What follows belongs to an exercise in optimizing a design on an open flow for small area, a short achievable clock period and few clock cycles per item; a production flow would make more cautious choices. RTL that was checked went through simulation tests only; none was proved equivalent to the original.

Setup of job 645:
// Practica_1
module Practica_1
#(
	parameter NBits = 8,
	parameter N2Bits = NBits*2,
	parameter K = 8,	 
	parameter SW = (K <= 7) ? 15 : 16	 
)
(
	input clk,
	input reset,
	input start,
	input [NBits-1:0] multiplier,
	input [NBits-1:0] multiplicand,
	output [6:0]uni_Seg_out,
	output [6:0]dec_Seg_out,
	output [6:0]cen_Seg_out,
	output [6:0]thou_Seg_out,
	output [6:0]thou2_Seg_out,
	output [6:0]sign_Seg_out,
	output ready
);
For scale: roughly 820 cells after synthesis, roughly 18 flip-flops, ~0.0044 sq mm of cells after synthesis.
==> module Practica_1, before the edit <==
module Practica_1
#(
	parameter NBits = 8,
	parameter N2Bits = NBits*2,
	parameter K = 8,	 
	parameter SW = (K <= 7) ? 15 : 16	 
)
(
	input clk,
	input reset,
	input start,
	input [NBits-1:0] multiplier,
	input [NBits-1:0] multiplicand,
	output [6:0]uni_Seg_out,
	output [6:0]dec_Seg_out,
	output [6:0]cen_Seg_out,
	output [6:0]thou_Seg_out,
	output [6:0]thou2_Seg_out,
	output [6:0]sign_Seg_out,
	output ready
);
wire [14:0] prod;
wire [SW-1:0] bcd_state;
wire minus;
Seq_Multiplier SM1 (.multiplier(multiplier), .multiplicand(multiplicand), .product(prod), .signBit(minus));
BCD_Head #(K) BH1 (.bits_in(prod), .state(bcd_state));
logic [SW-1:0] state_q;
logic minus_q;
logic ready_q;
always_ff @(posedge clk) begin
	state_q <= bcd_state;
	minus_q <= minus;
end
always_ff @(posedge clk, negedge reset) begin
	if (!reset) ready_q <= 1'b0;
	else ready_q <= start;
end
wire [3:0] uni, dec, cen, thou, thou2;
BCD_16Bit #(K) BCD1 (.state(state_q), .uni(uni), .dec(dec), .cen(cen), .thou(thou), .thou2(thou2));
SegmentDisplay SD0 (.value(uni),   .Seg_Result(uni_Seg_out));
SegmentDisplay SD1 (.value(dec),   .Seg_Result(dec_Seg_out));
SegmentDisplay SD2 (.value(cen),   .Seg_Result(cen_Seg_out));
SegmentDisplay SD3 (.value(thou),  .Seg_Result(thou_Seg_out));
SegmentDisplay SD4 (.value(thou2), .Seg_Result(thou2_Seg_out));
assign sign_Seg_out = minus_q ? 7'h3F : 7'h7F;
assign ready = ready_q;
endmodule
clock: 12.0 ns
lec_check: 0
abc_area: 1
cap_margin: 20
core_margin: 2
core_utilization: 40
slew_margin: 20
standard.sh (not shown) runs the stock make flow with config.mk's settings and CLKGATE_MAP_FILE= SYNTH_SCRIPT=/design/flow/synth_recipe.tcl, a recipe that flattens the netlist after the stock synthesis.
==> flow/flow/run.sh <==
#!/bin/bash
# The standard layout (standard.sh) with two changes:
#  - synthesis runs flow/my_synth.tcl: the standard flow's synthesis script, except that
#    ABC maps the logic with flow/abc_custom.script and extract_fa is set by
#    flow/fa_mode ("none": adders are left to ABC as plain logic);
#  - port buffers are sky130_fd_sc_hd__buf_2 cells.
# make's output goes to flow_make.log here; each tool's full log is in orfs/logs.
set -euo pipefail
bash standard.sh "SYNTH_SCRIPT=$PWD/flow/my_synth.tcl" \
  "BUFFER_PORTS_ARGS=-buffer_cell sky130_fd_sc_hd__buf_2" finish > flow_make.log 2>&1
==> flow/flow/abc_custom.script <==
strash
dch
map -D 3500
topo
stime -c
buffer -c
upsize -c
dnsize -c
==> flow/flow/fa_mode <==
none
==> flow/flow/my_synth.tcl <==
# The standard synthesis (synth_recipe.tcl) with two changes to how the
# combinational logic is mapped; registers, their names and cell types come
# from the same steps as the standard synthesis:
#  - the ABC call uses abc_custom.script (next to this file) instead of ORFS's
#    abc_area/abc_speed script;
#  - extract_fa runs with the options in fa_mode next to this file (default
#    -fa, full adders only); "none" skips it, leaving adders to ABC.
set ::custom_dir [file dirname [file normalize [info script]]]
set ::custom_abc_script [file join $::custom_dir abc_custom.script]
set ::custom_fa_mode -fa
if {[file exists [file join $::custom_dir fa_mode]]} {
  set f [open [file join $::custom_dir fa_mode]]; set ::custom_fa_mode [string trim [read $f]]; close $f
}
proc abc {args} {
  set i [lsearch -exact $args -script]
  if {$i >= 0} { lset args [expr {$i + 1}] $::custom_abc_script }
  puts "custom abc: $args"
  yosys abc {*}$args
}
proc extract_fa {args} {
  puts "custom extract_fa: $::custom_fa_mode $args"
  if {$::custom_fa_mode ne "none"} { yosys extract_fa {*}$::custom_fa_mode {*}$args }
}
proc synth {args} { yosys synth -nofsm -noshare {*}$args }
source $::env(SCRIPTS_DIR)/synth.tcl
# left out here: clear keep_hierarchy, flatten, clean up, hide names made inside functions, write 1_2_yosys.v
Testbench counts of job 645, summed over its fixed seeds: cycles 16,000, items 8,000.
> inputs changed (job 645 -> job 4268)
diff --git a/flow/design.v b/flow/design.v
--- a/flow/design.v
+++ b/flow/design.v
@@ -216,5 +216,5 @@
 	parameter NBits = 8,
 	parameter N2Bits = NBits*2,
-	parameter K = 8,	 
+	parameter K = 7,	 
 	parameter SW = (K <= 7) ? 15 : 16	 
 )
@@ -239,9 +239,7 @@
 BCD_Head #(K) BH1 (.bits_in(prod), .state(bcd_state));
 logic [SW-1:0] state_q;
-logic minus_q;
 logic ready_q;
 always_ff @(posedge clk) begin
 	state_q <= bcd_state;
-	minus_q <= minus;
 end
 always_ff @(posedge clk, negedge reset) begin
@@ -256,5 +254,5 @@
 SegmentDisplay SD3 (.value(thou),  .Seg_Result(thou_Seg_out));
 SegmentDisplay SD4 (.value(thou2), .Seg_Result(thou2_Seg_out));
-assign sign_Seg_out = minus_q ? 7'h3F : 7'h7F;
+assign sign_Seg_out = minus ? 7'h3F : 7'h7F;
 assign ready = ready_q;
 endmodule
## What came out
- Area of the core went down by a few percent going from job 645 to job 4268.
- Fraction of met1 tracks used by global routing was lower in job 4268 than in job 645.
- Looking at the reports, job 4268 completed the entire flow and the layout it produced met the timing, DRC and antenna checks.
- Job 645 was carried through to the last stage, and its layout satisfied the timing, DRC and antenna checks.
- In the flow results for job 4268 and job 645, the count of different cell masters after synthesis is larger on job 645.
- Min post-synthesis to final-layout area growth across job 4268 and job 645: job 645
- In job 4268 the routed wire length turned out 3.3% lower than in job 645.
- Compound-gate portion of the synthesized area ended up 0.73 points higher on job 4268 than on job 645.
- Placement-stage cell area: job 4268 vs job 645 down 150 sq um
- Utilization job 645 -> job 4268: up
Only the layout flow was run in job 4268; the RTL was not checked for function there.


## amber
Practica_1, a different RTL version from the one above (not shown whole).
For scale: roughly 17 flip-flops, ~62 I/O pins, about 4900 µm² of cells after synthesis.
==> module Practica_1, before the edit <==
module Practica_1
#(
	parameter NBits = 8,
	parameter N2Bits = NBits*2,
	parameter K = 7		 
)
(
	input clk,
	input reset,
	input start,
	input [NBits-1:0] multiplier,
	input [NBits-1:0] multiplicand,
	output [6:0]uni_Seg_out,
	output [6:0]dec_Seg_out,
	output [6:0]cen_Seg_out,
	output [6:0]thou_Seg_out,
	output [6:0]thou2_Seg_out,
	output [6:0]sign_Seg_out,
	output ready
);
wire [14:0] prod;
wire [14:0] bcd_state;
wire minus;
Seq_Multiplier SM1 (.multiplier(multiplier), .multiplicand(multiplicand), .product(prod), .signBit(minus));
BCD_Head #(K) BH1 (.bits_in(prod), .state(bcd_state));
logic [14:0] state_q;
logic minus_q;
logic ready_q;
always_ff @(posedge clk) begin
	state_q <= bcd_state;
	minus_q <= minus;
end
always_ff @(posedge clk, negedge reset) begin
	if (!reset) ready_q <= 1'b0;
	else ready_q <= start;
end
wire [3:0] uni, dec, cen, thou, thou2;
BCD_16Bit #(K) BCD1 (.state(state_q), .uni(uni), .dec(dec), .cen(cen), .thou(thou), .thou2(thou2));
SegmentDisplay SD0 (.value(uni),   .Seg_Result(uni_Seg_out));
SegmentDisplay SD1 (.value(dec),   .Seg_Result(dec_Seg_out));
SegmentDisplay SD2 (.value(cen),   .Seg_Result(cen_Seg_out));
SegmentDisplay SD3 (.value(thou),  .Seg_Result(thou_Seg_out));
SegmentDisplay SD4 (.value(thou2), .Seg_Result(thou2_Seg_out));
assign sign_Seg_out = minus_q ? 7'h3F : 7'h7F;
assign ready = ready_q;
endmodule
Settings: LEC_CHECK=0, ABC_AREA=1, CAP_MARGIN=20, CORE_MARGIN=2, CORE_UTILIZATION=40, SLEW_MARGIN=20; clock period 12.0 ns.
==> flow/flow/run.sh <==
#!/bin/bash
# The standard layout (standard.sh), with two changes:
#  - synthesis maps logic with flow/abc_custom.script (see flow/my_synth.tcl);
#  - port buffers are sky130_fd_sc_hd__buf_2 cells.
# make's output goes to flow_make.log here; each tool's full log is under orfs/logs.
set -euo pipefail
bash standard.sh "SYNTH_SCRIPT=$PWD/flow/my_synth.tcl" \
  "BUFFER_PORTS_ARGS=-buffer_cell sky130_fd_sc_hd__buf_2" finish > flow_make.log 2>&1
==> flow/flow/my_synth.tcl <==
# The standard synthesis (synth_recipe.tcl) with two changes to how the
# combinational logic is mapped; registers, their names and cell types come
# from the same steps as the standard synthesis:
#  - the ABC call uses abc_custom.script (next to this file) instead of ORFS's
#    abc_area/abc_speed script;
#  - extract_fa only extracts full adders (no half adders), so that XOR/AND
#    pairs are left to ABC.
set ::custom_dir [file dirname [file normalize [info script]]]
set ::custom_abc_script [file join $::custom_dir abc_custom.script]
set ::custom_fa_mode -fa
if {[file exists [file join $::custom_dir fa_mode]]} {
  set f [open [file join $::custom_dir fa_mode]]; set ::custom_fa_mode [string trim [read $f]]; close $f
}
proc abc {args} {
  set i [lsearch -exact $args -script]
  if {$i >= 0} { lset args [expr {$i + 1}] $::custom_abc_script }
  puts "custom abc: $args"
  yosys abc {*}$args
}
proc extract_fa {args} {
  puts "custom extract_fa: $::custom_fa_mode $args"
  if {$::custom_fa_mode ne "none"} { yosys extract_fa {*}$::custom_fa_mode {*}$args }
}
proc synth {args} { yosys synth -nofsm -noshare {*}$args }
source $::env(SCRIPTS_DIR)/synth.tcl
# left out here: clear keep_hierarchy, flatten, clean up, hide names made inside functions, write 1_2_yosys.v
Scripts as last shown in full above: flow/flow/abc_custom.script, flow/flow/fa_mode
amber completed end to end with timing, DRC and antenna clean.
[inputs] nickel vs amber
--- a/flow/design.v
+++ b/flow/design.v
@@ -274,5 +274,5 @@
 	parameter NBits = 8,
 	parameter N2Bits = NBits*2,
-	parameter K = 7		 
+	parameter K = 5		 
 )
 (
[summary]
nickel reached the final stage; the timing, DRC and antenna checks on its layout passed. Of nickel and amber, the run reporting the lower worst setup slack was nickel. Looking at number of cells after detailed placement across nickel and amber, the one that comes out higher is amber. amber → nickel: global-route wire length before repair fell by 1100 µm, die area fell by about 2.8%, number of core rows fell by 2.5%, headroom to the max-slew limit rose by 11 points. Between amber and nickel, the flow reports area after synthesis decreasing by a few percent. On core outline area, the higher figure sits with amber, not nickel.
No functional check of the RTL was part of any run of this note.


Practica_1, a different RTL version from the one above (not shown whole).
For scale: ~18 flip-flops, about 4900 um2 of cells after synthesis.
Settings: LEC_CHECK=0, ABC_AREA=1, CAP_MARGIN=20, CORE_MARGIN=2, CORE_UTILIZATION=40, SLEW_MARGIN=20; clock period 12.0 ns.
Scripts as last shown in full above: flow/flow/run.sh, flow/flow/abc_custom.script, flow/flow/fa_mode, flow/flow/my_synth.tcl
Testbench counts at the start, summed over its fixed seeds: cycles 16,000, items 8,000.
Change:
--- a/flow/design.v
+++ b/flow/design.v
@@ -269,7 +269,7 @@
 #(
 	parameter NBits = 8,
 	parameter N2Bits = NBits*2,
-	parameter K = 8,	 
+	parameter K = 9,	 
 	parameter SW = (K <= 7) ? 15 : 16	 
 )
 (
The changed run ran to the end with no violations.
Clock-buffer cell count is unchanged.
Via count came out higher by 4.9%.
Die area goes up by 3.5%.
First-iteration DRC count went up by 22%.
Cell area came out higher by 4.1%.
Routed wire length falls by 0.88%.
Function not checked in the second run of this note: the RTL went through the layout flow alone.


Another version of the RTL of Practica_1 (not shown whole).
Size in the first run: ~830 cells after synthesis, ~62 I/O pins.
==> module Practica_1, before the edit <==
module Practica_1
#(
	parameter NBits = 8,
	parameter N2Bits = NBits*2,
	parameter K = 7,	 
	parameter SW = (K <= 7) ? 15 : 16	 
)
(
	input clk,
	input reset,
	input start,
	input [NBits-1:0] multiplier,
	input [NBits-1:0] multiplicand,
	output [6:0]uni_Seg_out,
	output [6:0]dec_Seg_out,
	output [6:0]cen_Seg_out,
	output [6:0]thou_Seg_out,
	output [6:0]thou2_Seg_out,
	output [6:0]sign_Seg_out,
	output ready
);
wire [14:0] prod;
wire [SW-1:0] bcd_state;
wire minus;
Seq_Multiplier SM1 (.multiplier(multiplier), .multiplicand(multiplicand), .product(prod), .signBit(minus));
BCD_Head #(K) BH1 (.bits_in(prod), .state(bcd_state));
logic [SW-1:0] state_q;
logic minus_q;
logic ready_q;
always_ff @(posedge clk) begin
	state_q <= bcd_state;
	minus_q <= minus;
end
always_ff @(posedge clk, negedge reset) begin
	if (!reset) ready_q <= 1'b0;
	else ready_q <= start;
end
wire [3:0] uni, dec, cen, thou, thou2;
BCD_16Bit #(K) BCD1 (.state(state_q), .uni(uni), .dec(dec), .cen(cen), .thou(thou), .thou2(thou2));
SegmentDisplay SD0 (.value(uni),   .Seg_Result(uni_Seg_out));
SegmentDisplay SD1 (.value(dec),   .Seg_Result(dec_Seg_out));
SegmentDisplay SD2 (.value(cen),   .Seg_Result(cen_Seg_out));
SegmentDisplay SD3 (.value(thou),  .Seg_Result(thou_Seg_out));
SegmentDisplay SD4 (.value(thou2), .Seg_Result(thou2_Seg_out));
assign sign_Seg_out = minus_q ? 7'h3F : 7'h7F;
assign ready = ready_q;
endmodule
export LEC_CHECK = 0
export ABC_AREA = 1
export CAP_MARGIN = 20
export CORE_MARGIN = 2
export CORE_UTILIZATION = 40
export SLEW_MARGIN = 20
create_clock -name core_clock -period 12.0 [get_ports {clk}]
==> flow/flow/run.sh <==
#!/bin/bash
# The standard layout (standard.sh) with two changes:
#  - synthesis runs flow/my_synth.tcl: the standard flow's synthesis script, except that
#    ABC maps the logic with flow/abc_custom.script and extract_fa is set by
#    flow/fa_mode ("none": adders are left to ABC as plain logic);
#  - port buffers are sky130_fd_sc_hd__buf_2 cells.
# make's output goes to flow_make.log here; each tool's full log is in orfs/logs.
set -euo pipefail
bash standard.sh "SYNTH_SCRIPT=$PWD/flow/my_synth.tcl" \
  "BUFFER_PORTS_ARGS=-buffer_cell sky130_fd_sc_hd__buf_2" finish > flow_make.log 2>&1
==> flow/flow/abc_custom.script <==
strash
dch -f
map -D 3500
topo
stime -c
buffer -c
upsize -c
dnsize -c
==> flow/flow/my_synth.tcl <==
# The standard synthesis (synth_recipe.tcl) with two changes to how the
# combinational logic is mapped; registers, their names and cell types come
# from the same steps as the standard synthesis:
#  - the ABC call uses abc_custom.script (next to this file) instead of ORFS's
#    abc_area/abc_speed script;
#  - extract_fa runs with the options in fa_mode next to this file (default
#    -fa, full adders only); "none" skips it, leaving adders to ABC.
set ::custom_dir [file dirname [file normalize [info script]]]
set ::custom_abc_script [file join $::custom_dir abc_custom.script]
set ::custom_fa_mode -fa
if {[file exists [file join $::custom_dir fa_mode]]} {
  set f [open [file join $::custom_dir fa_mode]]; set ::custom_fa_mode [string trim [read $f]]; close $f
}
proc abc {args} {
  set i [lsearch -exact $args -script]
  if {$i >= 0} { lset args [expr {$i + 1}] $::custom_abc_script }
  puts "custom abc: $args"
  yosys abc {*}$args
}
proc extract_fa {args} {
  puts "custom extract_fa: $::custom_fa_mode $args"
  if {$::custom_fa_mode ne "none"} { yosys extract_fa {*}$::custom_fa_mode {*}$args }
}
proc synth {args} { yosys synth -nofsm -noshare {*}$args }
source $::env(SCRIPTS_DIR)/synth.tcl
# left out here: clear keep_hierarchy, flatten, clean up, hide names made inside functions, write 1_2_yosys.v
Scripts as last shown in full above: flow/flow/fa_mode
Change:
--- a/flow/design.v
+++ b/flow/design.v
@@ -216,5 +216,5 @@
 	parameter NBits = 8,
 	parameter N2Bits = NBits*2,
-	parameter K = 7,	 
+	parameter K = 9,	 
 	parameter SW = (K <= 7) ? 15 : 16	 
 )
The new run went through all stages and came out clean.
Cell area rises by about 2.7%.
Critical path depth rises by 4.
Final cell count stays flat.
Routed wire length rises by 6.9%.
No functional check of the RTL was part of any run of this note.

==> re-timing with driven ports <==
How much do the figures lean on ideal ports? The routed layouts below were timed once more, with nothing changed but the port constraints.
Step 1 sets driving cells, clkbuf_16 on the clock port and buf_2 on the other inputs (assumed; they add their load-dependent delay and slew).
Step 2 times the ports against the registers' clock, not the clock port: input delays grow and output delays shrink by t, the midpoint of the rising clock arrivals with the driver on.
Three values: no drivers, after step 1, after step 2; two values: the first two.
run | t, ns | setup WS [ns] | cell pins on the clock port's net
job 645 | 0.279 | 5.354 / 5.325 / 5.219 | 1
job 4268 | 0.276 | 4.884 / 4.857 / 5.133 | 1
amber | 0.280 | 5.064 / 5.033 / 5.244 | 1
nickel | 0.282 | 5.032 / 4.999 / 5.281 | 1
the first run of note 3 | 0.287 | 5.224 / 5.233 / 4.946 | 1
the second run of note 3 | 0.285 | 4.829 / 4.842 / 4.557 | 1
the first run of note 4 | 0.282 | 4.957 / 4.929 / 5.211 | 1
the second run of note 4 | 0.274 | 5.191 / 5.200 / 4.926 | 1
After both steps every run listed still meets setup and hold. The setup slack of the first run of note 3, which loses most, moves by +0.009 ns with the drivers and by -0.278 ns with both steps.
